This design comes from an exercise in tuning for small area, a short achievable clock period and few clock cycles per item on the open sky130 flow, not from production work.
RTL that was checked went through simulation tests only; none was proved equivalent to the original.
For runs 3 to 7, only the layout was checked, not whether the RTL still works.
Power figures rest on the tool's default switching activity, not on a simulated workload.

**flow/design.v**
```verilog
module conv_128_8_16_1(clk, reset, x_data, x_valid, x_ready, y_data, y_valid, y_ready);
  input clk, reset, x_valid, y_ready;
  input signed [15:0] x_data;
  output logic x_ready, y_valid;
  output logic signed [15:0] y_data;
  localparam int F0 = 95, F1 = 191, F2 = 158, F3 = -47, F4 = -234, F5 = -41, F6 = 10, F7 = 82;
  logic signed [15:0] xr;         
  logic               vr;
  logic [6:0]         idx;        
  logic signed [15:0] acc0, acc1, acc2, acc3, acc4, acc5, acc6;
  logic signed [15:0] y1;         
  logic               v1;
  function automatic logic signed [15:0] satmul(input logic signed [15:0] x,
                                                input logic signed [15:0] lo16,
                                                input int f);
    logic hi, lo;
    if (f > 0) begin
      hi = x > (32767 / f);
      lo = x < -(32768 / f);
    end else begin
      hi = x < -(32767 / -f);
      lo = x > (32768 / -f);
    end
    if (hi)      satmul = 16'sh7fff;
    else if (lo) satmul = 16'sh8000;
    else         satmul = lo16;
  endfunction
  function automatic logic signed [15:0] satadd(input logic signed [15:0] a,
                                                input logic signed [15:0] b);
    logic signed [16:0] s;
    s = {a[15], a} + {b[15], b};
    if (s[16] != s[15]) satadd = s[16] ? 16'sh8000 : 16'sh7fff;
    else                satadd = s[15:0];
  endfunction
  wire signed [15:0] m0 = (xr <<< 7) - (xr <<< 5) - xr;                  
  wire signed [15:0] m1 = (xr <<< 8) - (xr <<< 6) - xr;                  
  wire signed [15:0] m2 = (xr <<< 7) + (xr <<< 5) - (xr <<< 1);          
  wire signed [15:0] m3 = xr + (xr <<< 4) - (xr <<< 6);                  
  wire signed [15:0] m4 = (xr <<< 5) - (xr <<< 8) - (xr <<< 3) - (xr <<< 1);  
  wire signed [15:0] m5 = -(xr <<< 5) - (xr <<< 3) - xr;                 
  wire signed [15:0] m6 = (xr <<< 3) + (xr <<< 1);                       
  wire signed [15:0] m7 = (xr <<< 6) + (xr <<< 4) + (xr <<< 1);          
  wire signed [15:0] p0 = satmul(xr, m0, F0);
  wire signed [15:0] p1 = satmul(xr, m1, F1);
  wire signed [15:0] p2 = satmul(xr, m2, F2);
  wire signed [15:0] p3 = satmul(xr, m3, F3);
  wire signed [15:0] p4 = satmul(xr, m4, F4);
  wire signed [15:0] p5 = satmul(xr, m5, F5);
  wire signed [15:0] p6 = satmul(xr, m6, F6);
  wire signed [15:0] p7 = satmul(xr, m7, F7);
  wire signed [15:0] s7 = satadd(acc6, p7);
  wire signed [15:0] res = s7[15] ? 16'sd0 : s7;    
  wire adv  = vr & (~v1 | (idx < 7));    
  wire push = adv & (idx >= 7);          
  wire y0_free = ~y_valid | y_ready;
  always_ff @(posedge clk) begin
    if (x_ready) xr <= x_data;
    if (adv) begin
      acc0 <= p0;
      acc1 <= satadd(acc0, p1);
      acc2 <= satadd(acc1, p2);
      acc3 <= satadd(acc2, p3);
      acc4 <= satadd(acc3, p4);
      acc5 <= satadd(acc4, p5);
      acc6 <= satadd(acc5, p6);
    end
    if (~v1) y1 <= res;
    if (y0_free) y_data <= v1 ? y1 : res;
  end
  logic vr_n, v1_n;
  always_comb begin
    vr_n = x_ready ? x_valid : (vr & ~adv);
    v1_n = y0_free ? 1'b0 : (v1 | push);
  end
  always_ff @(posedge clk) begin
    if (reset) begin
      vr      <= 1'b0;
      v1      <= 1'b0;
      y_valid <= 1'b0;
      idx     <= 7'd0;
      x_ready <= 1'b1;
    end else begin
      vr      <= vr_n;
      v1      <= v1_n;
      y_valid <= y0_free ? (v1 | push) : 1'b1;
      if (adv) idx <= idx + 7'd1;
      x_ready <= ~vr_n | ~v1_n | (idx_n < 7);
    end
  end
  wire [6:0] idx_n = adv ? idx + 7'd1 : idx;
endmodule
```
**flow/run.sh**
```bash
#!/bin/bash
# synth_recipe.tcl (not shown) runs the flow's synth.tcl, then flattens the netlist and writes it again
# the make line also repeats each setting of config.mk as NAME=value (left out here)
make -C /OpenROAD-flow-scripts/flow DESIGN_CONFIG=/design/flow/config.mk WORK_HOME=/design/flow/orfs CLKGATE_MAP_FILE= SYNTH_SCRIPT=/design/flow/synth_recipe.tcl finish
```
**flow/config.mk**
```make
export PLATFORM = sky130hd
export DESIGN_NAME = conv_128_8_16_1
export DESIGN_NICKNAME = conv_128_8_16_1
export VERILOG_FILES = /design/flow/design.v
export SDC_FILE = /design/flow/constraint.sdc
export NUM_CORES = 4
export LEC_CHECK = 0
export CAP_MARGIN = 20
export CORE_MARGIN = 2
export CORE_UTILIZATION = 40
export SLEW_MARGIN = 20
```
**flow/constraint.sdc**
```tcl
create_clock -name core_clock -period 10.0 [get_ports {clk}]
set_input_delay 2.0000 -clock core_clock [delete_from_list [all_inputs] [get_ports {clk}]]
set_output_delay 2.0000 -clock core_clock [all_outputs]
set_load 0.01 [all_outputs]
```
==> flow_metrics.py, run 1 <==
metrics = {
    "status": {
        "run_status": "finished clean",
    },
    "sta": {
        "setup_tns_ns": 0,
        "slew_violations": 0,
        "period_share_pct": 72.4,
        "fin_skew_ns": 0.0195,
        "clock.fmax_ghz": 0.138,
        "relSlewSlack_pct": 27.2,
        "finalSetupViolations": 0,
        "hold_viol": 0,
        "finalCriticalPeriod_ns": 7.24,
        "worstMarginPinSlew_ns": 1.09,
        "rsz0062_at_grt": "no",
        "hold_ws_ns": 0.452,
    },
    "finish": {
        "fin_area_um2": 21900,
        "layout_commonest_cell": "ha_1",
        "finalNetCount": 2647,
        "antennaDiodeCount": 0,
        "synthToLayoutAreaGrowth_pct": 8.53,
        "final_cell_mix": "264 x ha_1, 221 x a21oi_1, 217 x o21ai_0",
        "layout-drive-gt1-share_pct": 4.77,
        "final_core_util_pct": 43.8,
    },
    "global_routing": {
        "grt_pass1_wl_um": 88700,
        "antenna_found_initial": 0,
        "grt_start_max_net_pins": 68,
        "gr-total-overflow": 0,
        "track_usage_pct": 21.3,
        "first_global_vias": 16500,
    },
    "route": {
        "drtPass1Iterations": 7,
        "antenna_left": 0,
        "wire_per_inst_um": 18.6,
        "drt-total-wl_um": 55400,
        "drc": 0,
        "drt_iter0_markers": 1359,
        "num_vias": 17100,
        "vias_per_cell": 5.75,
    },
    "yosys": {
        "syn_nets": 2637,
        "async_reset_ff_share_pct": 0,
        "syn-cell-area_um2": 20200,
        "ys_warn_count": 1,
        "synth_ff_type": "edfxtp_1",
        "netlist_instances": 2284,
        "avgSynthCellArea_um2": 8.83,
        "synth_edf_count": 144,
        "synth-seq-area-share_pct": 24.1,
        "ys_ff_latch": 171,
        "ys_types": 87,
    },
    "cts": {
        "cts_sinks": 171,
        "cts_made_buffers": 17,
        "cts.reportedPaths.clkPinSlew_ns": 0.08,
        "clkLatencyLatePin_ns": 0.51,
        "clock_path_buffers": 2,
        "cts_max_level": 4,
        "holdBufCountCts": 0,
        "cts_tree": "built",
        "post_cts_resized": 0,
        "post_cts_buffers": 0,
        "cts-root-buf": "clkbuf_16",
    },
    "floorplan": {
        "fp.dieArea_um2": 52200,
        "boundaryPins": 38,
        "die_x_um": 228,
        "die_height_um": 228,
        "start_util_pct": 40.3,
        "num_rows": 82,
        "core_um2": 50000,
    },
    "setup_path": {
        "critical_path_arrival_ns": 7.61,
        "worst-path-max-fanout": 18,
        "cp.required_ns": 10.37,
        "r2r_end": "acc5[8]",
        "timing.rr.start": "xr[0]",
        "ff2ff_setup_slack_ns": 2.76,
        "r2r_cells": 20,
        "criticalPathCategory": "flop to flop",
        "critPathCaptureType": "flop",
        "start_kind": "flop",
    },
    "power": {
        "vdd_ir_drop_max_uv": 124,
        "power_mw": 5.55,
        "power_density_nw_per_um2": 254,
        "p_leak_nw": 8.96,
    },
    "worst_hold_path": {
        "hp-start": "y1[11]",
        "hold_depth": 2,
        "whs_endpoint": "y1[11]",
        "hold_path.class": "flop to flop",
    },
    "placement": {
        "placed_area_um2": 21200,
        "place.gp.congestion": 0.946,
        "dp.final_hpwl_um": 42200,
        "port_buffers": 37,
    },
    "job": {
        "drv_cap": 0,
    },
}
-- cells by family (layout without fill, tap and decap cells) --
kind of cell,count (synthesis),after routing,share of synthesized area (%)
buf+inv,254,277,4.87
simple gates,481,481,11.6
compound gates,832,832,26.7
xor+xnor,173,173,7.52
fa+ha+maj,357,357,24.4
flops,171,171,24.1
mux,16,16,0.807
-- how the worst max path moves through the flow --
stage / end / from / slack (ns) / cells past startpoint
floorplan: acc4[13] / xr[3] / 4.08 / 17
global placement: acc5[9] / xr[0] / 3.16 / 20
detailed placement: acc5[6] / xr[0] / 2.89 / 20
CTS: acc5[8] / xr[0] / 2.84 / 20
global route: acc4[7] / xr[0] / 2.42 / 18
finish: acc5[8] / xr[0] / 2.76 / 20
-- routing by layer --
metal,vias to the layer above,wire length (µm),GRT usage [%]
li1,8402,-,-
met1,8261,25600,28.4
met2,398,26400,35.7
met3,70,2280,3.02
met4,0,1070,6.13
met5,-,0,0
-- layout make-up --
cell class,count,area [µm²]
inverter,189,709
sequential,171,4860
timing repair buffer,56,517
clock buffer,17,425
clock inverter,15,206
tap,672,841
multi-input combinational,1859,14300
fill,4903,28100
-- cell usage after synthesis (22+ instances only) --
library cell	number	area share, %
o21a_1	55	2.0
a31oi_1	30	0.93
nor3_1	38	0.94
o21ai_0	217	5.4
xor2_1	66	2.9
nand2_1	133	2.5
nor2_1	120	2.2
fa_1	69	6.9
maj3_1	22	1.1
clkbuf_1	49	0.91
ha_1	264	16
nand3_1	43	1.1
xnor2_1	107	4.6
inv_1	187	3.5
edfxtp_1	144	21
a211oi_1	33	1.2
nor2b_1	24	0.74
a21oi_1	221	5.5
a21o_1	67	2.5
and3_1	22	0.68
o21bai_1	30	1.1
dfxtp_1	27	2.7
-- critical path: stages, from the launching register on --
cell and delay (ns):
edfxtp_1 0.80, clkinv_1 0.99, fa_1 0.96, ha_1 0.26, ha_1 0.29, inv_1 0.09
a21oi_1 0.06, o21a_1 0.19, or2_2 0.30, a21o_1 0.20, a2111o_1 0.41, o211ai_1 0.15
ha_1 0.37, nand2_1 0.12, o21ai_0 0.08, a21oi_1 0.32, o211ai_1 0.15, o221ai_1 0.26
nor2_1 0.10, a21oi_1 0.76, o21a_1 0.24
-- registers in the layout, summed over array words and instances, names as in the netlist --
name / flops
vr: 1
acc1: 16
y_data: 16
acc5: 16
acc3: 16
x_ready: 1
xr: 16
v1: 1
acc2: 16
acc0: 16
y_valid: 1
acc6: 16
acc4: 16
y1: 16
idx: 7
-- power breakdown --
group	internal, mW	total (mW)	switching, mW	leakage [nW]
Clock	0.345	0.710	0.364	0.304
Sequential	1.13	1.22	0.0955	1.59
Combinational	1.50	3.62	2.12	7.07
Total	2.98	5.55	2.58	8.96
-- stage by stage --
stage	instances	setup WS [ns]
final	2979	2.76
after global routing	2979	2.42
after CTS	2978	2.84
after detailed placement	2946	2.89
after global placement	2946	3.16
after floorplan	2284	4.08
Testbench counts, summed over its fixed seeds: cycles 8,208, items 7,744.
==> run 2: changes to the inputs <==
--- a/flow/config.mk
+++ b/flow/config.mk
@@ -5,7 +5,9 @@
 export SDC_FILE = /design/flow/constraint.sdc
 export NUM_CORES = 4
 export LEC_CHECK = 0
+export ABC_CLOCK_PERIOD_IN_PS = 3000
 export CAP_MARGIN = 20
 export CORE_MARGIN = 2
 export CORE_UTILIZATION = 40
+export SETUP_SLACK_MARGIN = 5
 export SLEW_MARGIN = 20
==> run 2 against run 1 <==
Global-route usage rose by 1.8 points. Clock-buffer cell count unchanged. Worst hold slack worse by 0.0019 ns. Register-to-register slack improved by 2.2 ns. Synthesized area is the same. Sequential share of layout area down 3.2 points. Non-clock buffer count rose by 195.
==> flow_metrics.py, run 2 <==
metrics = {
    "status": {
        "run_status": "finished clean",
    },
    "finish": {
        "final_core_util_pct": 51.1,
        "synthToLayoutAreaGrowth_pct": 26.7,
        "final_cell_mix": "214 x ha_1, 168 x buf_4, 166 x inv_1",
        "fillers": 4551,
        "finalNetCount": 2849,
        "layout-drive-gt1-share_pct": 23.4,
        "layout_commonest_cell": "ha_1",
        "antennaDiodeCount": 0,
    },
    "yosys": {
        "netlist_instances": 2284,
        "avgSynthCellArea_um2": 8.83,
        "synth_top_area_share_pct": 21.4,
        "synth-simple-area-share_pct": 11.6,
        "ys_types": 87,
        "ys_warn_count": 1,
        "synth_compound_area_share_pct": 26.7,
        "ys_ff_latch": 171,
        "synth_xor_xnor_area_share_pct": 7.52,
        "synth_ff_type": "edfxtp_1",
        "syn-cell-area_um2": 20200,
        "synth_area_leaders": "edfxtp_1 21%, ha_1 16%, fa_1 6.9%",
        "yosys.area_share.adder_pct": 24.4,
        "async_reset_ff_share_pct": 0,
        "synth_edf_count": 144,
        "yosys.cell_count.top_type": "ha_1",
        "synth_top_family_by_area": "compound AO/OA/AOI/OAI gates",
        "synth-seq-area-share_pct": 24.1,
        "synthTopCellsByCount": "264 x ha_1, 221 x a21oi_1, 217 x o21ai_0",
        "synth_mux_area_share_pct": 0.807,
        "syn_nets": 2637,
        "yosysTopAreaCell": "edfxtp_1",
    },
    "placement": {
        "dp.final_hpwl_um": 42500,
        "port_buffers": 37,
        "place.gp.congestion": 0.938,
    },
    "global_routing": {
        "first_global_vias": 17800,
        "antenna_found_initial": 0,
        "gr-total-overflow": 0,
        "track_usage_pct": 23.1,
        "grt_start_max_net_pins": 68,
        "grt_pass1_wl_um": 95700,
    },
    "sta": {
        "rsz0062_at_grt": "yes",
        "fin_skew_ns": 0.0211,
        "worstMarginPinSlew_ns": 0.950,
        "hold_viol": 0,
        "finalCriticalPeriod_ns": 5.07,
        "period_share_pct": 50.7,
        "setup_tns_ns": 0,
        "relSlewSlack_pct": 36.7,
        "clock.fmax_ghz": 0.197,
        "finalSetupViolations": 0,
        "slew_violations": 0,
    },
    "power": {
        "p_leak_nw": 10.3,
        "pwr-share-clk_pct": 10.4,
        "switching_share_pct": 45.7,
        "pwr-share-comb_pct": 71.0,
        "vdd_ir_drop_max_uv": 143,
        "p_int_mw": 3.60,
        "seqPwrFrac_pct": 18.5,
        "p_sw_mw": 3.02,
        "power_density_nw_per_um2": 259,
    },
    "cts": {
        "clock_path_buffers": 2,
        "cts_tree": "built",
        "cts-root-buf": "clkbuf_16",
        "holdBufCountCts": 0,
        "cts_sinks": 171,
        "cts.reportedPaths.clkPinSlew_ns": 0.08,
        "cts_max_level": 4,
        "cts_made_buffers": 17,
        "clkLatencyLatePin_ns": 0.51,
    },
    "route": {
        "vias_per_cell": 5.82,
        "drt_iter0_markers": 1417,
        "drtPass1Iterations": 5,
        "antenna_left": 0,
        "drc": 0,
        "num_vias": 18500,
        "drt-total-wl_um": 62600,
        "wire_per_inst_um": 19.7,
    },
    "floorplan": {
        "start_util_pct": 40.3,
        "core_um2": 50000,
        "num_rows": 82,
        "die_x_um": 228,
        "fp.dieArea_um2": 52200,
        "die_height_um": 228,
        "boundaryPins": 38,
    },
    "setup_path": {
        "r2r_cells": 22,
        "start_kind": "flop",
        "critical_path_arrival_ns": 5.34,
        "cp.required_ns": 10.26,
        "criticalPathCategory": "flop to flop",
        "critPathCaptureType": "flop",
        "worst-path-max-fanout": 7,
    },
    "job": {
        "drv_cap": 0,
    },
    "worst_hold_path": {
        "hold_depth": 2,
        "hold_path.class": "flop to flop",
    },
}
run 2: cell counts after synthesis:
Identical to the previous run, type by type.
run 2: kinds of logic (layout without fill, tap and decap cells):
kind of cell / after synthesis / count (layout)
AO/OA/AOI/OAI: 832 / 837
multiplexers: 16 / 16
XOR/XNOR: 173 / 173
AND/OR/NAND/NOR: 481 / 483
adder cells (fa/ha/maj): 357 / 357
flip-flops: 171 / 171
buffers and inverters: 254 / 472
run 2: per-stage QoR:
step                setup slack (ns)  cell area [µm²]  hold WS (ns)  power (mW)  cells
CTS                             4.99            24100         0.454        6.09   3102
global placement                3.42            21600         0.431        4.88   2944
finish                          4.93            25500         0.450        6.62   3181
global route                    4.75            25500         0.473        7.10   3181
floorplan                       4.42            20700         0.419        4.16   2284
detailed placement              3.14            21600         0.433        4.95   2944
run 2: power by group through the flow:
stage | clock network [mW] | logic, mW | registers [mW]
after floorplan | 0 | 2.95 | 1.22
after global placement | 0 | 3.64 | 1.24
after detailed placement | 0 | 3.71 | 1.24
after CTS | 0.709 | 4.15 | 1.23
after global routing | 0.728 | 5.13 | 1.25
final | 0.691 | 4.70 | 1.23
run 2: final timing paths:
kind	from	to	slack, ns
worst min register to register	y1[12]	y1[12]	0.45
worst max-delay path	xr[5]	acc5[12]	4.93
worst max register to register	xr[5]	acc5[12]	4.93
worst min-delay path	y1[12]	y1[12]	0.45
run 2: layout make-up:
cell class | count | area (µm²) | share of cell area, %
inverters | 189 | 743 | 2.91
repair buffers | 251 | 2400 | 9.40
well taps | 672 | 841 | 3.29
flip-flops and latches | 171 | 4860 | 19.0
clock buffers | 17 | 425 | 1.67
multi-input cells | 1866 | 16100 | 62.9
clock inverters | 15 | 196 | 0.769
run 2: timing repair:
action / 4_1_cts / 5_1_grt
setup endpoints to repair: 126 / 120
gates resized for setup: 156 / 204
buffers inserted: 117 / 76
cloned: 9 / 3
pin swaps: 58 / 112
run 2: critical path, cell delays in order (launching register included):
cell and delay [ns]:
edfxtp_1 0.38, buf_12 0.11, clkinvlp_4 0.13, buf_12 0.16, fa_2 0.60, ha_4 0.22, ha_4 0.21, inv_4 0.06
a21oi_2 0.04, o21a_1 0.20, or2_4 0.23, a21o_1 0.20, a2111o_1 0.36, o211ai_1 0.18, ha_2 0.37, a21oi_2 0.14
o21bai_1 0.07, a21o_1 0.20, a221o_1 0.34, o21ai_4 0.18, buf_12 0.15, nand3_4 0.10, a21o_1 0.19
run 2: routing by layer:
metal  global-route usage [%]  share of wire, %
met5                        0                 0
met4                     9.76               3.8
met3                     3.62               5.0
met2                     38.9                48
met1                     29.3                43
==> run 3: changes to the inputs <==
==> flow/design.v (replaced) <==
module conv_128_8_16_1(clk, reset, x_data, x_valid, x_ready, y_data, y_valid, y_ready);
  input clk, reset, x_valid, y_ready;
  input signed [15:0] x_data;
  output logic x_ready, y_valid;
  output logic signed [15:0] y_data;
  localparam int NT = 8;
  function automatic int th(input int k);
    case (k)
      0: th = 344;  1: th = 171;  2: th = 207;  3: th = 697;
      4: th = 140;  5: th = 799;  6: th = 3276; default: th = 399;
    endcase
  endfunction
  localparam logic [NT-1:0] NEG = 8'b00111000;    
  logic signed [15:0] xr;         
  logic               vr;
  logic signed [15:0] xp;         
  logic signed [16:0] x3p, x5p;
  logic [NT-1:0]      hip, lop;   
  logic               vp;
  logic [6:0]         idx;        
  logic signed [15:0] acc0, acc1, acc2, acc3, acc4, acc5, acc6;
  logic signed [15:0] y1;         
  logic               v1;
  logic               run;        
  wire signed [16:0] x1r = {xr[15], xr};
  logic [NT-1:0] hi_n, lo_n;
  always_comb
    for (int k = 0; k < NT; k++) begin
      hi_n[k] = NEG[k] ? (xr < -th(k)) : (xr > th(k));
      lo_n[k] = NEG[k] ? (xr > th(k)) : (xr < -th(k));
    end
  always_ff @(posedge clk) begin
    if (x_ready) xr <= x_data;
    if (run) begin
      xp  <= xr;
      x3p <= x1r + (x1r <<< 1);
      x5p <= x1r + (x1r <<< 2);
      hip <= hi_n;
      lop <= lo_n;
    end
  end
  wire signed [16:0] x1 = {xp[15], xp};
  function automatic logic signed [15:0] tap(input logic signed [15:0] a,
                                             input logic signed [16:0] u,
                                             input logic signed [16:0] w,
                                             input logic signed [16:0] v,
                                             input logic hi, input logic lo);
    logic signed [16:0] ug, wg, vg, s;
    ug = hi ? 17'sh07fff : lo ? 17'sh18000 : u;
    wg = (hi | lo) ? 17'sh0 : w;
    vg = (hi | lo) ? 17'sh0 : v;
    s = {a[15], a} + ug + wg - vg;
    if (s[16] != s[15]) tap = s[16] ? 16'sh8000 : 16'sh7fff;
    else                tap = s[15:0];
  endfunction
  localparam logic signed [16:0] Z = 17'sh0;
  wire signed [15:0] n0 = tap(16'sh0, x3p <<< 5, Z,        x1,        hip[0], lop[0]);  
  wire signed [15:0] n1 = tap(acc0,  x3p <<< 6, Z,         x1,        hip[1], lop[1]);  
  wire signed [15:0] n2 = tap(acc1,  x5p <<< 5, Z,         x1 <<< 1,  hip[2], lop[2]);  
  wire signed [15:0] n3 = tap(acc2,  x1,        Z,         x3p <<< 4, hip[3], lop[3]);  
  wire signed [15:0] n4 = tap(acc3,  x3p <<< 1, x1 <<< 4,  x1 <<< 8,  hip[4], lop[4]);  
  wire signed [15:0] n5 = tap(acc4,  Z,         -x1,       x5p <<< 3, hip[5], lop[5]);  
  wire signed [15:0] n6 = tap(acc5,  x5p <<< 1, Z,         Z,         hip[6], lop[6]);  
  wire signed [15:0] n7 = tap(acc6,  x5p <<< 4, x1 <<< 1,  Z,         hip[7], lop[7]);  
  wire signed [15:0] res = n7[15] ? 16'sd0 : n7;    
  wire adv  = vp & run;                  
  wire push = adv & (idx >= 7);          
  wire y0_free = ~y_valid | y_ready;
  always_ff @(posedge clk) begin
    if (adv) begin
      acc0 <= n0;
      acc1 <= n1;
      acc2 <= n2;
      acc3 <= n3;
      acc4 <= n4;
      acc5 <= n5;
      acc6 <= n6;
    end
    if (~v1) y1 <= res;
    if (y0_free) y_data <= v1 ? y1 : res;
  end
  logic vr_n, vp_n, v1_n, run_n;
  logic [6:0] idx_n;
  always_comb begin
    vr_n  = run ? x_valid : vr;
    vp_n  = run ? vr : vp;
    v1_n  = y0_free ? 1'b0 : (v1 | push);
    idx_n = adv ? idx + 7'd1 : idx;
    run_n = ~(v1_n & vp_n & (idx_n >= 7));
  end
  always_ff @(posedge clk) begin
    if (reset) begin
      vr      <= 1'b0;
      vp      <= 1'b0;
      v1      <= 1'b0;
      y_valid <= 1'b0;
      idx     <= 7'd0;
      run     <= 1'b1;
      x_ready <= 1'b1;
    end else begin
      vr      <= vr_n;
      vp      <= vp_n;
      v1      <= v1_n;
      y_valid <= y0_free ? (v1 | push) : 1'b1;
      idx     <= idx_n;
      run     <= run_n;
      x_ready <= run_n;
    end
  end
endmodule
--- a/flow/config.mk
+++ b/flow/config.mk
@@ -5,7 +5,6 @@
 export SDC_FILE = /design/flow/constraint.sdc
 export NUM_CORES = 4
 export LEC_CHECK = 0
-export ABC_CLOCK_PERIOD_IN_PS = 3000
 export CAP_MARGIN = 20
 export CORE_MARGIN = 2
 export CORE_UTILIZATION = 40
==> run 3 against run 2 <==
Still clean. Setup slack better by 0.32 ns. Worst hold slack gained 0.021 ns. Clock-buffer cell count up 18. Clock skew increased by 0.015 ns. Die area up 3.1%. Synthesized cell count fell by 2.7%. Global-route usage down 2.8 points. Total power up 7.0%. Clock power rose by 51%. Fmax increased by 6.7%. Via count shrank 15%. Combinational power is 9.6% lower. Largest power group unchanged.
==> flow_metrics.py, run 3 <==
metrics = {
    "global_routing": {
        "grt_start_max_net_pins": 74,
        "grt_pass1_wl_um": 85500,
        "antenna_found_initial": 2,
        "track_usage_pct": 20.3,
        "first_global_vias": 15400,
        "gr-total-overflow": 0,
    },
    "yosys": {
        "ys_types": 80,
        "syn-cell-area_um2": 20800,
        "synth_top_area_share_pct": 29.6,
        "netlist_instances": 2223,
        "avgSynthCellArea_um2": 9.35,
        "ys_ff_latch": 233,
        "synth_area_leaders": "edfxtp_1 30%, ha_1 14%, fa_1 8.7%",
        "synth-seq-area-share_pct": 32.3,
        "async_reset_ff_share_pct": 0,
        "synth_edf_count": 205,
        "yosysTopAreaCell": "edfxtp_1",
        "synthTopCellsByCount": "309 x inv_1, 226 x ha_1, 219 x a21oi_1",
        "yosys.cell_count.top_type": "inv_1",
        "ys_warn_count": 1,
        "synth_ff_type": "edfxtp_1",
        "syn_nets": 2559,
    },
    "sta": {
        "finalCriticalPeriod_ns": 4.75,
        "rsz0062_at_grt": "no",
        "period_share_pct": 47.5,
        "fin_ws_ns": 5.25,
        "setup_tns_ns": 0,
        "fin_skew_ns": 0.0362,
        "clock.fmax_ghz": 0.210,
        "relSlewSlack_pct": 35.7,
        "slew_violations": 0,
        "hold_viol": 0,
        "worstMarginPinSlew_ns": 0.965,
        "finalSetupViolations": 0,
    },
    "status": {
        "run_status": "finished clean",
    },
    "setup_path": {
        "cp.required_ns": 10.34,
        "criticalPathCategory": "flop to flop",
        "critPathCaptureType": "flop",
        "worst-path-max-fanout": 12,
        "critical_path_arrival_ns": 5.09,
        "r2r_cells": 16,
        "start_kind": "flop",
    },
    "power": {
        "vdd_ir_drop_max_uv": 199,
        "power_density_nw_per_um2": 308,
        "p_leak_nw": 9.79,
    },
    "placement": {
        "port_buffers": 37,
        "preCtsSetupSlack_ns": 4.39,
        "place.gp.congestion": 0.873,
        "dp.final_hpwl_um": 40500,
    },
    "route": {
        "vias_per_cell": 5.31,
        "drt_iter0_markers": 1152,
        "drt-total-wl_um": 54000,
        "num_vias": 15700,
        "antenna_left": 0,
        "wire_per_inst_um": 18.3,
        "drc": 0,
        "drtPass1Iterations": 5,
    },
    "cts": {
        "cts_max_level": 1,
        "clock_path_buffers": 3,
        "clkLatencyLatePin_ns": 0.59,
        "cts_sinks": 233,
        "cts_tree": "built",
        "cts-root-buf": "clkbuf_16",
        "cts.reportedPaths.clkPinSlew_ns": 0.06,
        "cts_made_buffers": 29,
    },
    "finish": {
        "synthToLayoutAreaGrowth_pct": 10.6,
        "final_cell_mix": "307 x inv_1, 226 x ha_1, 219 x a21oi_1",
        "finalNetCount": 2589,
        "layout-drive-gt1-share_pct": 5.89,
        "layout_commonest_cell": "inv_1",
    },
    "floorplan": {
        "num_rows": 83,
        "boundaryPins": 38,
        "die_x_um": 232,
        "die_height_um": 232,
        "start_util_pct": 40.5,
        "fp.dieArea_um2": 53800,
        "core_um2": 51400,
    },
    "worst_hold_path": {
        "hold_depth": 2,
        "hold_path.class": "flop to flop",
    },
    "job": {
        "drv_cap": 0,
    },
}
==> run 3: changes by cell type in the layout (fill, tap and decap cells not counted), moves of 26 or more <==
| cell | previous run | this run |
|---|---|---|
| o21a_1 | 50 | 19 |
| and2_1 | 13 | 39 |
| buf_4 | 168 | 27 |
| inv_1 | 166 | 307 |
| ha_4 | 33 | 0 |
| o21ai_1 | 41 | 0 |
| edfxtp_1 | 144 | 205 |
| a21oi_1 | 160 | 219 |
| a21oi_2 | 53 | 4 |
| o21ai_0 | 160 | 125 |
==> run 3: what timing repair did <==
action / CTS / global route
hold buffers: 0 / 0
pin swaps: 2 / 3
buffers inserted: 11 / 13
endpoints found under the setup margin: 51 / 97
resized for setup: 9 / 15
==> run 3: cells by family (layout without fill, tap and decap cells) <==
group                      count (synthesis)  count (layout)  share of synthesized area [%]
muxes                                      3               3                          0.144
other                                      0               3                              0
AOI/OAI and AO/OA                        558             558                           16.3
adders and majority gates                343             343                           23.6
DFF                                      233             233                           32.3
xor gates and xnor gates                 200             200                           8.50
buffers and inverters                    383             435                           7.36
and+or+nand+nor                          503             503                           11.8
==> run 3: layer usage <==
layer | track usage (%) | up-vias | routed length, µm
met2 | 33.5 | 432 | 24800
met4 | 6.25 | 2 | 1590
met5 | 0 | - | 13
li1 | - | 7721 | -
met1 | 27.6 | 7475 | 24100
met3 | 2.85 | 87 | 3530
==> run 3: per-stage QoR <==
| stage | util [%] | power, mW | instance area, µm² | hold slack (ns) | instances |
|---|---|---|---|---|---|
| after floorplan | - | 4.94 | 20800 | 0.427 | 2223 |
| after global placement | 42.3 | 5.72 | 21700 | 0.441 | 2878 |
| after detailed placement | 42.3 | 5.80 | 21700 | 0.463 | 2878 |
| after CTS | 44.4 | 7.01 | 22800 | 0.478 | 2942 |
| after global routing | 44.7 | 7.72 | 23000 | 0.504 | 2955 |
| final | 44.7 | 7.08 | 23000 | 0.471 | 2958 |
==> run 3: worst max-delay path, cell delays in order (launching register included) <==
cell and delay (ns):
edfxtp_1 0.68, or2b_2 0.46, or4_4 0.47, or3_2 0.42, nand3_1 0.11, fa_1 0.41
inv_1 0.07, ha_1 0.27, and3_1 0.19, and3_1 0.18, a32oi_1 0.20, a21oi_1 0.16
mux2i_1 0.27, o2111ai_4 0.23, nor2_4 0.18, buf_12 0.15, o21ai_0 0.09
==> run 3: power by group <==
group	total, mW	switching, mW	internal (mW)
Clock	1.04	0.439	0.601
Combinational	4.25	2.40	1.85
Sequential	1.78	0.185	1.60
Total	7.08	3.02	4.06
==> run 3: worst paths after layout <==
check | startpoint | endpoint | slack, ns
min | y1[13] | y1[13] | 0.47
max reg2reg | xp[2] | acc5[3] | 5.25
min reg2reg | y1[13] | y1[13] | 0.47
max | xp[2] | acc5[3] | 5.25
==> run 3: area by class of cell <==
class	instances	area [µm²]
inverter	313	1180
fill	4977	28400
antenna	3	7.51
tap	680	851
sequential	233	6720
clock inverter	18	165
multi-input combinational	1607	12600
timing repair buffer	69	656
clock buffer	35	768
==> run 4: changes to the inputs <==
--- a/flow/design.v
+++ b/flow/design.v
@@ -44,24 +44,26 @@
                                              input logic signed [16:0] u,
                                              input logic signed [16:0] w,
                                              input logic signed [16:0] v,
+                                             input logic signed [16:0] t,
                                              input logic hi, input logic lo);
-    logic signed [16:0] ug, wg, vg, s;
+    logic signed [16:0] ug, wg, vg, tg, s;
     ug = hi ? 17'sh07fff : lo ? 17'sh18000 : u;
     wg = (hi | lo) ? 17'sh0 : w;
     vg = (hi | lo) ? 17'sh0 : v;
-    s = {a[15], a} + ug + wg - vg;
+    tg = (hi | lo) ? 17'sh0 : t;
+    s = {a[15], a} + ug + wg - vg - tg;
     if (s[16] != s[15]) tap = s[16] ? 16'sh8000 : 16'sh7fff;
     else                tap = s[15:0];
   endfunction
   localparam logic signed [16:0] Z = 17'sh0;
-  wire signed [15:0] n0 = tap(16'sh0, x3p <<< 5, Z,        x1,        hip[0], lop[0]);  
-  wire signed [15:0] n1 = tap(acc0,  x3p <<< 6, Z,         x1,        hip[1], lop[1]);  
-  wire signed [15:0] n2 = tap(acc1,  x5p <<< 5, Z,         x1 <<< 1,  hip[2], lop[2]);  
-  wire signed [15:0] n3 = tap(acc2,  x1,        Z,         x3p <<< 4, hip[3], lop[3]);  
-  wire signed [15:0] n4 = tap(acc3,  x3p <<< 1, x1 <<< 4,  x1 <<< 8,  hip[4], lop[4]);  
-  wire signed [15:0] n5 = tap(acc4,  Z,         -x1,       x5p <<< 3, hip[5], lop[5]);  
-  wire signed [15:0] n6 = tap(acc5,  x5p <<< 1, Z,         Z,         hip[6], lop[6]);  
-  wire signed [15:0] n7 = tap(acc6,  x5p <<< 4, x1 <<< 1,  Z,         hip[7], lop[7]);  
+  wire signed [15:0] n0 = tap(16'sh0, x3p <<< 5, Z,        x1,        Z,  hip[0], lop[0]);  
+  wire signed [15:0] n1 = tap(acc0,  x3p <<< 6, Z,         x1,        Z,  hip[1], lop[1]);  
+  wire signed [15:0] n2 = tap(acc1,  x5p <<< 5, Z,         x1 <<< 1,  Z,  hip[2], lop[2]);  
+  wire signed [15:0] n3 = tap(acc2,  x1,        Z,         x3p <<< 4, Z,  hip[3], lop[3]);  
+  wire signed [15:0] n4 = tap(acc3,  x3p <<< 1, x1 <<< 4,  x1 <<< 8,  Z,  hip[4], lop[4]);  
+  wire signed [15:0] n5 = tap(acc4,  Z,         Z,         x5p <<< 3, x1, hip[5], lop[5]);  
+  wire signed [15:0] n6 = tap(acc5,  x5p <<< 1, Z,         Z,         Z,  hip[6], lop[6]);  
+  wire signed [15:0] n7 = tap(acc6,  x5p <<< 4, x1 <<< 1,  Z,         Z,  hip[7], lop[7]);  
   wire signed [15:0] res = n7[15] ? 16'sd0 : n7;    
   wire adv  = vp & run;                  
   wire push = adv & (idx >= 7);          
==> run 4 against run 3 <==
Combinational power is 11% lower. Worst hold slack got worse by 0.0058 ns. Cell count shrank 2.6%. Register-to-register slack gained 0.07 ns. Clock-buffer cell count down 3. Routed wire length down 4.3%. Clock power rose by 4%. Clock skew is 0.0054 ns higher. Final area decreased by 1.9%.
==> flow_metrics.py, run 4 <==
metrics = {
    "setup_path": {
        "cp.required_ns": 10.42,
        "r2r_cells": 17,
        "r2r_end": "acc5[3]",
        "criticalPathCategory": "flop to flop",
        "critical_path_arrival_ns": 5.10,
        "ff2ff_setup_slack_ns": 5.32,
        "timing.rr.start": "hip[5]",
        "critPathCaptureType": "flop",
        "worst-path-max-fanout": 28,
        "start_kind": "flop",
    },
    "worst_hold_path": {
        "hold_path.class": "flop to flop",
        "hold_depth": 2,
        "whs_endpoint": "y1[10]",
        "hp-start": "y1[10]",
    },
    "floorplan": {
        "core_um2": 50200,
        "fp.dieArea_um2": 52600,
        "num_rows": 82,
        "die_height_um": 229,
        "die_x_um": 229,
        "start_util_pct": 40.5,
        "boundaryPins": 38,
    },
    "power": {
        "p_leak_nw": 9.73,
        "vdd_ir_drop_max_uv": 196,
        "power_density_nw_per_um2": 293,
    },
    "sta": {
        "relSlewSlack_pct": 38.2,
        "slew_violations": 0,
        "hold_viol": 0,
        "rsz0062_at_grt": "no",
        "finalCriticalPeriod_ns": 4.68,
        "finalSetupViolations": 0,
        "clock.fmax_ghz": 0.214,
        "hold_ws_ns": 0.465,
        "setup_tns_ns": 0,
        "period_share_pct": 46.8,
        "fin_skew_ns": 0.0415,
        "worstMarginPinSlew_ns": 0.927,
    },
    "yosys": {
        "synth-seq-area-share_pct": 33.0,
        "ys_types": 74,
        "yosysTopAreaCell": "edfxtp_1",
        "avgSynthCellArea_um2": 9.43,
        "synthTopCellsByCount": "311 x inv_1, 212 x a21oi_1, 212 x ha_1",
        "syn-cell-area_um2": 20300,
        "syn_nets": 2491,
        "synth_ff_type": "edfxtp_1",
        "yosys.cell_count.top_type": "inv_1",
        "async_reset_ff_share_pct": 0,
        "ys_ff_latch": 233,
        "ys_warn_count": 1,
        "synth_area_leaders": "edfxtp_1 30%, ha_1 13%, fa_1 10%",
        "netlist_instances": 2156,
        "synth_top_area_share_pct": 30.3,
        "synth_edf_count": 205,
    },
    "cts": {
        "holdBufCountCts": 0,
        "cts_max_level": 1,
        "clock_path_buffers": 3,
        "cts_made_buffers": 29,
        "cts.reportedPaths.clkPinSlew_ns": 0.06,
        "cts_sinks": 233,
        "cts_tree": "built",
        "clkLatencyLatePin_ns": 0.60,
        "cts-root-buf": "clkbuf_16",
    },
    "finish": {
        "synthToLayoutAreaGrowth_pct": 11.0,
        "final_cell_mix": "309 x inv_1, 212 x a21oi_1, 212 x ha_1",
        "finalNetCount": 2518,
        "fin_cells": 2880,
        "layout_commonest_cell": "inv_1",
        "fillers": 4811,
        "layout-drive-gt1-share_pct": 5.35,
        "regArea_um2": 6720,
        "fin_area_um2": 22600,
        "multi_input_area_um2": 12300,
        "final_core_util_pct": 45.0,
    },
    "placement": {
        "port_buffers": 37,
        "dp_cells": 2817,
        "place.gp.congestion": 0.888,
        "placed_area_um2": 21400,
        "dp.final_hpwl_um": 38800,
    },
    "route": {
        "drt_iter0_markers": 976,
        "wl_met2_um": 23600,
        "antenna_left": 0,
        "wl_met3_um": 3050,
        "vias_per_cell": 5.28,
        "dr.max_layer_used": "met4",
        "drtPass1Iterations": 5,
        "wire_per_inst_um": 17.9,
        "drc": 0,
        "num_vias": 15200,
        "drt-total-wl_um": 51700,
        "m1WireLength_um": 23800,
    },
    "global_routing": {
        "grt_start_max_net_pins": 76,
        "grt_pass1_wl_um": 81900,
        "track_usage_pct": 19.6,
        "gr-total-overflow": 0,
        "first_global_vias": 14900,
        "antenna_found_initial": 1,
    },
    "status": {
        "run_status": "finished clean",
    },
    "job": {
        "drv_cap": 0,
    },
}
run 4: worst max-delay path, cell delays in order (launching register included):
cell and delay (ns):
edfxtp_1 0.45, nor2_1 0.15, buf_6 0.22, and2_1 0.21, inv_1 0.08, fa_1 0.50
inv_1 0.06, fa_1 0.50, inv_1 0.04, ha_1 0.32, or4_1 0.40, o21ai_0 0.12
nor3_1 0.11, o31ai_2 0.30, o21ai_0 0.21, xor2_2 0.42, nor2_4 0.14, o31ai_1 0.26
run 4: power breakdown:
group,total [mW],switching (mW),internal (mW)
clock network,1.08,0.464,0.618
registers,1.76,0.184,1.57
logic,3.77,2.21,1.57
run 4: cells by family after synthesis:
| group | after synthesis | synth area share (%) |
|---|---|---|
| multiplexers | 4 | 0.197 |
| flip-flops | 233 | 33.0 |
| buffers and inverters | 374 | 7.13 |
| AO/OA/AOI/OAI | 566 | 17.2 |
| adder cells (fa/ha/maj) | 327 | 23.8 |
| AND/OR/NAND/NOR | 479 | 11.2 |
| XOR/XNOR | 173 | 7.46 |
run 4: routing by layer:
layer | global-route usage [%] | vias to the layer above
met4 | 5.07 | 0
met2 | 32.1 | 398
met3 | 2.96 | 74
met1 | 27.1 | 7278
li1 | - | 7460
met5 | 0 | -
run 4: area by class of cell:
class	instances	share of cell area (%)
Antenna cell	2	0.0222
Tap cell	672	3.73
Timing Repair Buffer	55	2.26
Clock inverter	22	0.888
Multi-Input combinational cell	1549	54.5
Clock buffer	32	3.55
Inverter	315	5.28
Sequential cell	233	29.8
run 4: worst max-delay path by stage:
stage	from	end	slack [ns]	cells past startpoint
finish	hip[5]	acc5[3]	5.32	17
global route	hip[1]	acc1[9]	5.00	15
CTS	hip[2]	acc2[5]	5.07	14
detailed placement	hip[4]	acc4[6]	4.84	14
global placement	hip[7]	y_data[8]	4.99	13
floorplan	x_ready	x_ready	5.02	6
run 4: per-stage QoR:
| step | setup WS, ns | total power [mW] |
|---|---|---|
| 2_1_floorplan | 5.02 | 4.52 |
| 3_3_place_gp | 4.99 | 5.29 |
| 3_5_place_dp | 4.84 | 5.35 |
| 4_1_cts | 5.07 | 6.48 |
| 5_1_grt | 5.00 | 7.16 |
| 6_report | 5.32 | 6.61 |
run 4: what timing repair did:
item | in CTS | in global routing
setup endpoints to repair | 38 | 93
gates resized for setup | 4 | 24
setup buffers | 0 | 7
pin swaps | 0 | 2
==> run 5: changes to the inputs <==
==> flow/design.v (replaced) <==
module conv_128_8_16_1(clk, reset, x_data, x_valid, x_ready, y_data, y_valid, y_ready);
  input clk, reset, x_valid, y_ready;
  input signed [15:0] x_data;
  output logic x_ready, y_valid;
  output logic signed [15:0] y_data;
  function automatic int th(input int k);
    case (k)
      0: th = 344;  1: th = 171;  2: th = 207;  3: th = 697;
      4: th = 140;  5: th = 799;  6: th = 3276; default: th = 399;
    endcase
  endfunction
  localparam logic [7:0] NEG = 8'b00111000;    
  logic signed [15:0] xp;         
  logic signed [16:0] x3p, x5p;
  logic [7:0]         satp;       
  logic               vp;
  logic [6:0]         idx;        
  logic signed [15:0] acc0, acc1, acc2, acc3, acc4, acc5, acc6;
  wire run = ~(y_valid & ~y_ready & vp & (idx >= 7));
  assign x_ready = run;
  wire signed [16:0] x1i = {x_data[15], x_data};
  logic [7:0] sat_n;
  always_comb
    for (int k = 0; k < 8; k++)
      sat_n[k] = (x_data > th(k)) | (x_data < -th(k));
  always_ff @(posedge clk)
    if (run) begin
      xp   <= x_data;
      x3p  <= x1i + (x1i <<< 1);
      x5p  <= x1i + (x1i <<< 2);
      satp <= sat_n;
    end
  wire signed [16:0] x1 = {xp[15], xp};
  function automatic logic signed [15:0] tap(input logic signed [15:0] a,
                                             input logic signed [16:0] u,
                                             input logic signed [16:0] w,
                                             input logic signed [16:0] v,
                                             input logic signed [16:0] t,
                                             input logic sat, input logic neg);
    logic signed [16:0] ug, wg, vg, tg, s;
    ug = !sat ? u : (xp[15] ^ neg) ? 17'sh18000 : 17'sh07fff;
    wg = sat ? 17'sh0 : w;
    vg = sat ? 17'sh0 : v;
    tg = sat ? 17'sh0 : t;
    s = {a[15], a} + ug + wg - vg - tg;
    if (s[16] != s[15]) tap = s[16] ? 16'sh8000 : 16'sh7fff;
    else                tap = s[15:0];
  endfunction
  localparam logic signed [16:0] Z = 17'sh0;
  wire signed [15:0] n0 = tap(16'sh0, x3p <<< 5, Z,        x1,        Z,  satp[0], NEG[0]);  
  wire signed [15:0] n1 = tap(acc0,  x3p <<< 6, Z,         x1,        Z,  satp[1], NEG[1]);  
  wire signed [15:0] n2 = tap(acc1,  x5p <<< 5, Z,         x1 <<< 1,  Z,  satp[2], NEG[2]);  
  wire signed [15:0] n3 = tap(acc2,  x1,        Z,         x3p <<< 4, Z,  satp[3], NEG[3]);  
  wire signed [15:0] n4 = tap(acc3,  x3p <<< 1, x1 <<< 4,  x1 <<< 8,  Z,  satp[4], NEG[4]);  
  wire signed [15:0] n5 = tap(acc4,  Z,         Z,         x5p <<< 3, x1, satp[5], NEG[5]);  
  wire signed [15:0] n6 = tap(acc5,  x5p <<< 1, Z,         Z,         Z,  satp[6], NEG[6]);  
  wire signed [15:0] n7 = tap(acc6,  x5p <<< 4, x1 <<< 1,  Z,         Z,  satp[7], NEG[7]);  
  wire adv  = vp & run;                  
  wire push = adv & (idx >= 7);          
  always_ff @(posedge clk) begin
    if (adv) begin
      acc0 <= n0;
      acc1 <= n1;
      acc2 <= n2;
      acc3 <= n3;
      acc4 <= n4;
      acc5 <= n5;
      acc6 <= n6;
    end
    if (push) y_data <= n7[15] ? 16'sd0 : n7;    
  end
  always_ff @(posedge clk) begin
    if (reset) begin
      vp      <= 1'b0;
      y_valid <= 1'b0;
      idx     <= 7'd0;
    end else begin
      if (run) vp <= x_valid;
      if (push) y_valid <= 1'b1;
      else if (y_ready) y_valid <= 1'b0;
      if (adv) idx <= idx + 7'd1;
    end
  end
endmodule
==> run 5 against run 4 <==
Flip-flop and latch count fell by 44. Clock-buffer cell count fell by 15. Total power fell by 2.4%. Clock power fell by 38%. Largest cell class unchanged. First-iteration DRC count rose by 14%. Die area fell by 3.3%. Clock skew fell by 0.030 ns. Utilization fell by 0.94 points. Cell count fell by 0.45%. Combinational power rose by 12%. Sequential power fell by 13%.
==> flow_metrics.py, run 5 <==
metrics = {
    "setup_path": {
        "cp.required_ns": 10.32,
        "ff2ff_setup_slack_ns": 5.27,
        "worst-path-max-fanout": 10,
        "timing.rr.start": "x5p[1]",
        "start_kind": "flop",
        "startpoint": "x5p[1]",
        "path_delay_family": "compound AO/OA/AOI/OAI gates",
        "r2r_end": "acc5[6]",
        "criticalPathCategory": "flop to flop",
        "max_stage_delay_ns": 0.50,
        "slowest_stage": "fa_1",
        "critPathCaptureType": "flop",
        "crit_chain": "inv_1, nor2_1, inv_1, fa_1, inv_1, fa_1, inv_1, ha_1, a21o_1, a21oi_1, a21oi_1, o31ai_1, a211oi_2, nor3_4, nand2_1, a21oi_1",
        "worstSetupPathDepth": 16,
        "cp.buffers_inverters": 4,
        "critical_path_arrival_ns": 5.05,
        "path_common_cell": "inv_1",
        "crit_end": "acc5[6]",
        "r2r_cells": 16,
    },
    "finish": {
        "antennaDiodeCount": 0,
        "final_cell_mix": "352 x inv_1, 197 x ha_1, 180 x edfxtp_1",
        "regArea_um2": 5590,
        "fillers": 4727,
        "final_core_util_pct": 44.0,
        "layout_commonest_cell": "inv_1",
        "synthToLayoutAreaGrowth_pct": 9.22,
        "fin_cells": 2867,
        "multi_input_area_um2": 12600,
        "finalNetCount": 2518,
        "layout-drive-gt1-share_pct": 6.08,
        "fin_area_um2": 21500,
    },
    "placement": {
        "dp.final_hpwl_um": 39300,
        "dp_cells": 2820,
        "placed_area_um2": 20700,
        "port_buffers": 36,
        "place.gp.congestion": 0.885,
    },
    "yosys": {
        "synth_edf_count": 180,
        "avgSynthCellArea_um2": 9.09,
        "netlist_instances": 2162,
        "ys_warn_count": 1,
        "synth_top_area_share_pct": 27.5,
        "ys_ff_latch": 189,
        "synth_area_leaders": "edfxtp_1 28%, ha_1 13%, fa_1 11%",
        "ys_types": 93,
        "synthTopCellsByCount": "353 x inv_1, 197 x ha_1, 180 x edfxtp_1",
        "async_reset_ff_share_pct": 0,
        "yosys.cell_count.top_type": "inv_1",
        "synth-seq-area-share_pct": 28.4,
        "synth_ff_type": "edfxtp_1",
        "yosysTopAreaCell": "edfxtp_1",
        "syn-cell-area_um2": 19600,
        "syn_nets": 2490,
    },
    "floorplan": {
        "num_rows": 81,
        "fp.dieArea_um2": 50900,
        "start_util_pct": 40.3,
        "die_x_um": 226,
        "core_um2": 48700,
        "boundaryPins": 38,
        "die_height_um": 226,
    },
    "sta": {
        "fin_skew_ns": 0.0120,
        "finalSetupViolations": 0,
        "rsz0062_at_grt": "no",
        "hold_viol": 0,
        "finalCriticalPeriod_ns": 4.73,
        "relSlewSlack_pct": 31.2,
        "worstMarginPinSlew_ns": 1.03,
        "setup_tns_ns": 0,
        "clock.fmax_ghz": 0.211,
        "period_share_pct": 47.3,
        "slew_violations": 0,
    },
    "power": {
        "vdd_ir_drop_max_uv": 170,
        "p_leak_nw": 9.22,
        "power_density_nw_per_um2": 301,
    },
    "route": {
        "drt-total-wl_um": 51000,
        "num_vias": 15200,
        "wire_per_inst_um": 17.8,
        "antenna_left": 0,
        "drtPass1Iterations": 5,
        "drt_iter0_markers": 1112,
        "drc": 0,
        "vias_per_cell": 5.31,
    },
    "global_routing": {
        "track_usage_pct": 20.5,
        "grt_pass1_wl_um": 80200,
        "antenna_found_initial": 1,
        "first_global_vias": 14700,
        "gr-total-overflow": 0,
        "grt_start_max_net_pins": 79,
    },
    "cts": {
        "cts_sinks": 189,
        "cts.reportedPaths.clkPinSlew_ns": 0.08,
        "cts_max_level": 4,
        "cts_made_buffers": 17,
        "clkLatencyLatePin_ns": 0.47,
        "holdBufCountCts": 0,
        "clock_path_buffers": 2,
        "cts-root-buf": "clkbuf_16",
        "cts_tree": "built",
    },
    "job": {
        "drv_cap": 0,
    },
    "worst_hold_path": {
        "hold_path.class": "flop to flop",
    },
    "status": {
        "run_status": "finished clean",
    },
}
==> run 5: cell types whose count changed after synthesis, moves of 19 or more <==
cell      previous run  this run
inv_1              311       353
nor2_1             102       144
a21oi_1            212       177
nand2_1            168       134
and2_1              43        14
edfxtp_1           205       180
a21o_1              75        51
xor2_1              68        44
dfxtp_1             28         9
==> run 5: power by group <==
part	switching, mW	total (mW)	leakage [nW]	internal, mW
combinational	2.48	4.24	7.16	1.76
clock	0.328	0.674	0.269	0.346
sequential	0.154	1.54	1.80	1.38
total	2.96	6.45	9.22	3.49
==> run 5: routing by layer <==
layer  share of wire, %  vias to the layer above  track usage (%)
met3                4.6                       71             2.71
met1                 47                     7355             28.5
li1                   -                     7473                -
met4                2.7                        0             7.41
met2                 46                      339             32.7
met5                  0                        -                0
==> run 5: per-stage QoR <==
| stage | setup WS [ns] | hold slack, ns | power [mW] |
|---|---|---|---|
| finish | 5.27 | 0.501 | 6.45 |
| global route | 5.00 | 0.530 | 7.04 |
| CTS | 4.86 | 0.503 | 6.41 |
| detailed placement | 4.44 | 0.487 | 5.68 |
| global placement | 4.42 | 0.465 | 5.62 |
| floorplan | 4.97 | 0.458 | 4.78 |
==> run 5: timing repair <==
action                     4_1_cts  5_1_grt
resized for setup               10       14
setup endpoints to repair       42       86
pin swaps                        0        0
setup buffers                    0       15
==> run 5: cell families (layout without fill, tap and decap cells) <==
family / Yosys count / after routing / share of synthesized area [%]
flip-flops: 189 / 189 / 28.4
XOR/XNOR: 142 / 142 / 6.59
AND/OR/NAND/NOR: 520 / 520 / 13.0
multiplexers: 9 / 9 / 0.484
other: 1 / 1 / 0.0191
adder cells (fa/ha/maj): 339 / 339 / 25.5
AO/OA/AOI/OAI: 554 / 554 / 17.9
buffers and inverters: 408 / 449 / 8.01
==> run 5: cell type report <==
type	instances	area share [%]
Inverter	355	6.24
Tap cell	664	3.87
Clock buffer	17	1.98
Multi-Input combinational cell	1565	58.6
Sequential cell	189	26.0
Timing Repair Buffer	62	2.64
Clock inverter	15	0.636
==> run 5: worst register-to-register path, delay by kind of cell (launching register included) <==
kind,cells,cell delay (ns)
buffers and inverters,4,0.43
adders and majority gates,3,1.34
and+or+nand+nor,3,0.97
DFF,1,0.46
AOI/OAI and AO/OA,6,1.37
==> run 5: how the worst min path moves through the flow <==
| stage | depth (start not counted) | slack, ns | start | end |
|---|---|---|---|---|
| after floorplan | 2 | 0.46 | idx[6] | idx[6] |
| after global placement | 2 | 0.47 | idx[6] | idx[6] |
| after detailed placement | 2 | 0.49 | y_valid | y_valid |
| after CTS | 2 | 0.50 | y_valid | y_valid |
| after global routing | 2 | 0.53 | y_valid | y_valid |
| final | 2 | 0.50 | y_valid | y_valid |
==> run 6: changes to the inputs <==
--- a/flow/config.mk
+++ b/flow/config.mk
@@ -7,6 +7,9 @@
 export LEC_CHECK = 0
 export CAP_MARGIN = 20
 export CORE_MARGIN = 2
-export CORE_UTILIZATION = 40
+export CORE_UTILIZATION = 70
+export CTS_BUF_LIST = sky130_fd_sc_hd__clkbuf_8
+export CTS_CLUSTER_DIAMETER = 100
+export CTS_CLUSTER_SIZE = 30
 export SETUP_SLACK_MARGIN = 5
 export SLEW_MARGIN = 20
==> run 6 against run 5 <==
Synthesized area unchanged. Utilization up 31 points. Global-route usage up 14 points. Setup slack worse by 0.23 ns. Still clean. Final area down 2.5%. Largest power group unchanged. Clock-buffer cell count up 1. Die area down 42%. Non-clock buffer count down 2. Worst hold slack worse by 0.011 ns. Fmax down 4.6%. Via count up 3.7%. Critical path type is now input port to output pin. Cell count down 9.9%.
==> flow_metrics.py, run 6 <==
metrics = {
    "sta": {
        "rsz0062_at_grt": "yes",
        "finalSetupViolations": 0,
        "period_share_pct": 49.6,
        "hold_ws_ns": 0.491,
        "relSlewSlack_pct": 41.4,
        "clock.fmax_ghz": 0.202,
        "slew_violations": 0,
        "hold_viol": 0,
        "setup_tns_ns": 0,
        "fin_skew_ns": 0.0219,
        "worstMarginPinSlew_ns": 0.879,
        "finalCriticalPeriod_ns": 4.96,
    },
    "route": {
        "vias_per_cell": 6.11,
        "wire_per_inst_um": 19.6,
        "drt_iter0_markers": 1433,
        "drc": 0,
        "antenna_left": 0,
        "num_vias": 15800,
        "drt-total-wl_um": 50500,
        "drtPass1Iterations": 5,
    },
    "yosys": {
        "yosys.cell_count.top_type": "inv_1",
        "syn_nets": 2490,
        "syn-cell-area_um2": 19600,
        "synth_top_area_share_pct": 27.5,
        "avgSynthCellArea_um2": 9.09,
        "ys_types": 93,
        "synth_area_leaders": "edfxtp_1 28%, ha_1 13%, fa_1 11%",
        "netlist_instances": 2162,
        "ys_warn_count": 1,
        "synthTopCellsByCount": "353 x inv_1, 197 x ha_1, 180 x edfxtp_1",
        "synth_edf_count": 180,
        "synth_ff_type": "edfxtp_1",
        "ys_ff_latch": 189,
        "yosysTopAreaCell": "edfxtp_1",
        "async_reset_ff_share_pct": 0,
        "synth-seq-area-share_pct": 28.4,
    },
    "setup_path": {
        "critical_path_arrival_ns": 2.96,
        "max_stage_delay_ns": 0.46,
        "cp.required_ns": 8.00,
        "start_kind": "input port",
        "ff2ff_setup_slack_ns": 5.18,
        "slowest_stage": "clkdlybuf4s50_1",
        "criticalPathCategory": "input port to output pin",
        "worst-path-max-fanout": 2,
        "crit_chain": "clkdlybuf4s50_1, nor2b_4, nand3_4, dlymetal6s2s_1",
        "critPathCaptureType": "output pin",
    },
    "placement": {
        "dp.final_hpwl_um": 38200,
        "placed_area_um2": 20300,
        "port_buffers": 36,
        "place.gp.congestion": 0.948,
        "dp_cells": 2532,
    },
    "floorplan": {
        "core_um2": 27700,
        "die_x_um": 172,
        "start_util_pct": 70.9,
        "die_height_um": 172,
        "num_rows": 61,
        "boundaryPins": 38,
        "fp.dieArea_um2": 29400,
    },
    "power": {
        "pwr-share-comb_pct": 68.2,
        "switching_share_pct": 46.9,
        "pwr-share-clk_pct": 7.7,
        "p_int_mw": 3.39,
        "p_sw_mw": 2.99,
        "vdd_ir_drop_max_uv": 196,
        "seqPwrFrac_pct": 24.1,
        "power_density_nw_per_um2": 305,
        "p_leak_nw": 9.13,
    },
    "finish": {
        "fillers": 2026,
        "synthToLayoutAreaGrowth_pct": 6.47,
        "final_core_util_pct": 75.5,
        "layout-drive-gt1-share_pct": 5.95,
        "fin_area_um2": 20900,
        "fin_cells": 2583,
        "final_cell_mix": "353 x inv_1, 197 x ha_1, 180 x edfxtp_1",
        "finalNetCount": 2517,
        "layout_commonest_cell": "inv_1",
    },
    "cts": {
        "holdBufCountCts": 0,
        "cts_sinks": 189,
        "cts_made_buffers": 17,
        "clkLatencyLatePin_ns": 0.51,
        "cts-root-buf": "clkbuf_8",
        "cts_max_level": 4,
        "clock_path_buffers": 2,
        "cts_tree": "built",
        "cts.reportedPaths.clkPinSlew_ns": 0.10,
    },
    "job": {
        "drv_cap": 0,
    },
    "worst_hold_path": {
        "hold_path.class": "flop to flop",
    },
    "global_routing": {
        "grt_pass1_wl_um": 77200,
        "antenna_found_initial": 0,
        "grt_start_max_net_pins": 66,
        "first_global_vias": 14600,
        "gr-total-overflow": 0,
        "track_usage_pct": 34.7,
    },
    "status": {
        "run_status": "finished clean",
    },
}
-- run 6: cell families after synthesis --
kind of cell | count (synthesis) | share of synthesized area [%]
compound gates | 554 | 17.9
xor+xnor | 142 | 6.59
fa+ha+maj | 339 | 25.5
buf+inv | 408 | 8.01
flops | 189 | 28.4
mux | 9 | 0.484
other cells | 1 | 0.0191
simple gates | 520 | 13.0
-- run 6: worst paths after layout --
path,endpoint,startpoint,depth (start not counted)
min reg2reg,idx[6],idx[6],2
min,idx[6],idx[6],2
max reg2reg,acc5[6],x5p[1],16
max,x_ready,y_ready,4
-- run 6: routing by layer --
metal | share of wire (%) | vias up | global-route usage, %
li1 | - | 7490 | -
met1 | 42 | 7527 | 47.0
met2 | 45 | 648 | 54.1
met3 | 8.5 | 130 | 7.04
met4 | 4.1 | 0 | 16.0
met5 | 0 | - | 0
-- run 6: power by group through the flow --
stage          registers (mW)  logic (mW)  clock network, mW
2_1_floorplan            1.47        3.31                  0
3_3_place_gp             1.55        3.95                  0
3_5_place_dp             1.55        4.09                  0
4_1_cts                  1.54        4.14              0.491
5_1_grt                  1.56        4.82              0.518
6_report                 1.54        4.35              0.491
-- run 6: critical path: cells and delay by family --
kind | cells | cell delay (ns)
buf+inv | 2 | 0.68
simple gates | 2 | 0.28
-- run 6: repair_timing --
action / in CTS / in global routing
cloned: 0 / 1
endpoints found under the setup margin: 68 / 81
buffers inserted: 1 / 14
pin swaps: 0 / 4
resized for setup: 7 / 14
-- run 6: through the flow --
stage	setup slack [ns]	power, mW
2_1_floorplan	4.97	4.78
3_3_place_gp	4.50	5.50
3_5_place_dp	4.49	5.64
4_1_cts	4.66	6.17
5_1_grt	4.90	6.89
6_report	5.04	6.38
-- run 6: area by class of cell --
cell class / count / area [µm²] / area share, %
sequential: 189 / 5590 / 26.7
multi-input combinational: 1566 / 12600 / 60.2
clock inverter: 14 / 114 / 0.544
tap: 378 / 473 / 2.26
antenna: 3 / 7.51 / 0.0359
timing repair buffer: 60 / 559 / 2.67
inverter: 355 / 1340 / 6.41
clock buffer: 18 / 248 / 1.18
==> run 7: changes to the inputs <==
==> flow/flow/run.sh (new file) <==
#!/bin/bash
set -euo pipefail
bash standard.sh SETUP_SLACK_MARGIN=5.5 finish > standard_flow.log 2>&1
==> flow/standard.sh (new file) <==
#!/bin/bash
# synth_recipe.tcl (not shown) runs the flow's synth.tcl, then flattens the netlist and writes it again
# the make line also repeats each setting of config.mk as NAME=value (left out here)
make -C /OpenROAD-flow-scripts/flow DESIGN_CONFIG=/design/flow/config.mk WORK_HOME=/design/flow/orfs CLKGATE_MAP_FILE= SYNTH_SCRIPT=/design/flow/synth_recipe.tcl "${@:-finish}"
==> flow/config.mk (replaced) <==
export PLATFORM = sky130hd
export DESIGN_NAME = conv_128_8_16_1
export DESIGN_NICKNAME = conv_128_8_16_1
export VERILOG_FILES = /design/flow/design.v
export SDC_FILE = /design/flow/constraint.sdc
export NUM_CORES = 4
export LEC_CHECK = 0
export CAP_MARGIN = 20
export CORE_MARGIN = 2
export CORE_UTILIZATION = 40
export SLEW_MARGIN = 20
removed: flow/run.sh
==> run 7 against run 6 <==
Still clean on timing, DRC and antenna. Global-route usage is 13 points lower. Synthesized cell count stayed put. Sequential power hardly changed. Setup slack better by 0.35 ns. Non-clock buffer count is 44 higher. Clock skew is 0.010 ns lower. Critical path depth stayed put. Clock-buffer cell count is 1 lower. Synthesized area stayed put. Routed wire length is 8.2% higher. Flip-flop and latch count stayed put. Worst hold slack better by 0.011 ns. Highest routed layer unchanged.
==> flow_metrics.py, run 7 <==
metrics = {
    "status": {
        "run_status": "finished clean",
    },
    "cts": {
        "clkLatencyLatePin_ns": 0.47,
        "cts_made_buffers": 17,
        "cts-root-buf": "clkbuf_16",
        "cts_sinks": 189,
        "cts_max_level": 4,
        "cts_tree": "built",
        "clock_path_buffers": 2,
        "cts.reportedPaths.clkPinSlew_ns": 0.07,
        "holdBufCountCts": 0,
    },
    "finish": {
        "fin_area_um2": 22100,
        "layout-drive-gt1-share_pct": 9.83,
        "final_cell_mix": "345 x inv_1, 194 x ha_1, 180 x edfxtp_1",
        "layout_commonest_cell": "inv_1",
        "final_core_util_pct": 45.4,
        "fin_cells": 2913,
        "finalNetCount": 2564,
        "synthToLayoutAreaGrowth_pct": 12.7,
    },
    "yosys": {
        "synth_top_area_share_pct": 27.5,
        "synth_edf_count": 180,
        "synth_ff_type": "edfxtp_1",
        "syn_nets": 2490,
        "netlist_instances": 2162,
        "synth_area_leaders": "edfxtp_1 28%, ha_1 13%, fa_1 11%",
        "ys_warn_count": 1,
        "avgSynthCellArea_um2": 9.09,
        "syn-cell-area_um2": 19600,
        "yosys.cell_count.top_type": "inv_1",
        "ys_ff_latch": 189,
        "ys_types": 93,
        "yosysTopAreaCell": "edfxtp_1",
        "async_reset_ff_share_pct": 0,
        "synth-seq-area-share_pct": 28.4,
        "synthTopCellsByCount": "353 x inv_1, 197 x ha_1, 180 x edfxtp_1",
    },
    "sta": {
        "finalSetupViolations": 0,
        "rsz0062_at_grt": "yes",
        "hold_ws_ns": 0.502,
        "finalCriticalPeriod_ns": 4.61,
        "period_share_pct": 46.1,
        "fin_ws_ns": 5.39,
        "hold_viol": 0,
        "clock.fmax_ghz": 0.217,
        "worstMarginPinSlew_ns": 1.04,
        "fin_skew_ns": 0.0114,
        "relSlewSlack_pct": 29.8,
        "slew_violations": 0,
        "setup_tns_ns": 0,
    },
    "global_routing": {
        "first_global_vias": 14800,
        "track_usage_pct": 21.6,
        "antenna_found_initial": 0,
        "grt_pass1_wl_um": 83300,
        "grt_start_max_net_pins": 73,
        "gr-total-overflow": 0,
    },
    "power": {
        "power_mw": 6.78,
        "p_leak_nw": 9.51,
        "power_density_nw_per_um2": 306,
        "vdd_ir_drop_max_uv": 150,
    },
    "route": {
        "drtPass1Iterations": 5,
        "vias_per_cell": 5.41,
        "antenna_left": 0,
        "drt-total-wl_um": 54600,
        "num_vias": 15800,
        "wire_per_inst_um": 18.8,
        "drc": 0,
        "drt_iter0_markers": 1127,
    },
    "setup_path": {
        "worst-path-max-fanout": 2,
        "path_common_cell": "buf_6",
        "slowest_stage": "buf_6",
        "start_kind": "input port",
        "crit_chain": "buf_6, nor2b_4, nand3_4, buf_6",
        "critPathCaptureType": "output pin",
        "max_stage_delay_ns": 0.22,
        "criticalPathCategory": "input port to output pin",
        "critical_path_arrival_ns": 2.61,
        "cp.required_ns": 8.00,
    },
    "placement": {
        "port_buffers": 36,
        "placed_area_um2": 20700,
        "place.gp.congestion": 0.923,
        "dp_cells": 2818,
        "preCtsSetupSlack_ns": 4.38,
        "dp.final_hpwl_um": 40300,
    },
    "floorplan": {
        "fp.dieArea_um2": 50900,
        "core_um2": 48700,
        "die_x_um": 226,
        "boundaryPins": 38,
        "start_util_pct": 40.3,
        "die_height_um": 226,
        "num_rows": 81,
    },
    "job": {
        "drv_cap": 0,
    },
    "worst_hold_path": {
        "hold_path.class": "flop to flop",
    },
}
## run 7: cell count changes in the layout (fill, tap and decap cells not counted), moves of 8 or more
| cell | delta |
|---|---|
| buf_4 | +41 |
| clkbuf_16 | +18 |
| clkbuf_8 | -18 |
| inv_1 | -8 |
## run 7: final cells by class
type | count | area [µm²]
diodes | 1 | 2.50
clock buffers | 17 | 425
clock inverters | 14 | 135
fillers | 4764 | 26600
inverters | 355 | 1360
multi-input cells | 1566 | 12800
flip-flops and latches | 189 | 5590
well taps | 664 | 831
repair buffers | 104 | 952
repair inverters | 3 | 20.0
## run 7: cell families after synthesis
kind of cell | count (synthesis) | share of synthesized area (%)
AOI/OAI and AO/OA | 554 | 17.9
and+or+nand+nor | 520 | 13.0
buffers and inverters | 408 | 8.01
adders and majority gates | 339 | 25.5
DFF | 189 | 28.4
xor gates and xnor gates | 142 | 6.59
muxes | 9 | 0.484
other | 1 | 0.0191
## run 7: path summary, 6_finish.rpt
check / from / endpoint / slack, ns / depth (start not counted)
hold / removal: y_valid / y_valid / 0.50 / 2
hold reg to reg: y_valid / y_valid / 0.50 / 2
setup reg to reg: satp[5] / acc5[11] / 5.63 / 15
setup / recovery: y_ready / x_ready / 5.39 / 4
## run 7: report_power, final
group	internal (mW)	leakage (nW)	total (mW)	switching, mW
combinational	1.94	7.44	4.57	2.63
clock	0.347	0.266	0.678	0.331
sequential	1.38	1.80	1.53	0.144
## run 7: worst max-delay path, delay by kind of cell
kind | cells | cell delay (ns)
buffers and inverters | 2 | 0.32
and+or+nand+nor | 2 | 0.28
## run 7: timing repair
item | CTS | global route
resized for setup | 46 | 54
gates cloned | 3 | 2
buffers inserted | 27 | 31
pin swaps | 6 | 15
endpoints found under the setup margin | 102 | 100
## run 7: metal layers
metal  up-vias  GRT usage, %  wire length [µm]
met5         -             0                 0
met4         0          8.52              1700
met3        73          3.02              3360
met2       467          33.8             25100
met1      7645          30.1             24500
li1       7573             -                 -

-- static timing again, ports no longer ideal --
The flow's constraints put no driver on any port. The routed layouts listed below were extracted and timed again, unchanged, in two steps.
Step 1 sets driving cells, clkbuf_16 on the clock port and buf_2 on the other inputs (assumed; they add their load-dependent delay and slew).
Step 2 moves the port delays by t, midway between the first and last clock arrival at a register: inputs arrive t later, outputs are due t later. That takes back most of the time a late clock gives input paths.
Slacks: ideal ports / drivers / drivers and shift; pairs: ideal ports / drivers.
run | t, ns | setup slack, ns | hold slack, ns | worst data-port slew with drivers (ns) | pins driven straight from the clock port
run 1 | 0.556 | 2.757 / 2.757 / 2.757 | 0.452 / 0.452 / 0.452 | 0.06 | 1
run 2 | 0.565 | 4.926 / 4.926 / 4.926 | 0.450 / 0.450 / 0.450 | 0.04 | 1
run 3 | 0.627 | 5.246 / 5.246 / 5.246 | 0.471 / 0.471 / 0.471 | 0.03 | 1
run 4 | 0.629 | 5.319 / 5.319 / 5.319 | 0.465 / 0.465 / 0.465 | 0.04 | 1
run 5 | 0.522 | 5.267 / 5.267 / 4.834 | 0.501 / 0.501 / 0.501 | 0.04 | 1
run 6 | 0.544 | 5.040 / 5.019 / 4.792 | 0.491 / 0.491 / 0.491 | 0.04 | 1
run 7 | 0.518 | 5.387 / 5.352 / 5.161 | 0.502 / 0.502 / 0.502 | 0.04 | 1
After both steps setup and hold are still met in every run listed. For run 5, which loses most, drivers alone change the setup slack by 0.000 ns; drivers and shift together by -0.433 ns.
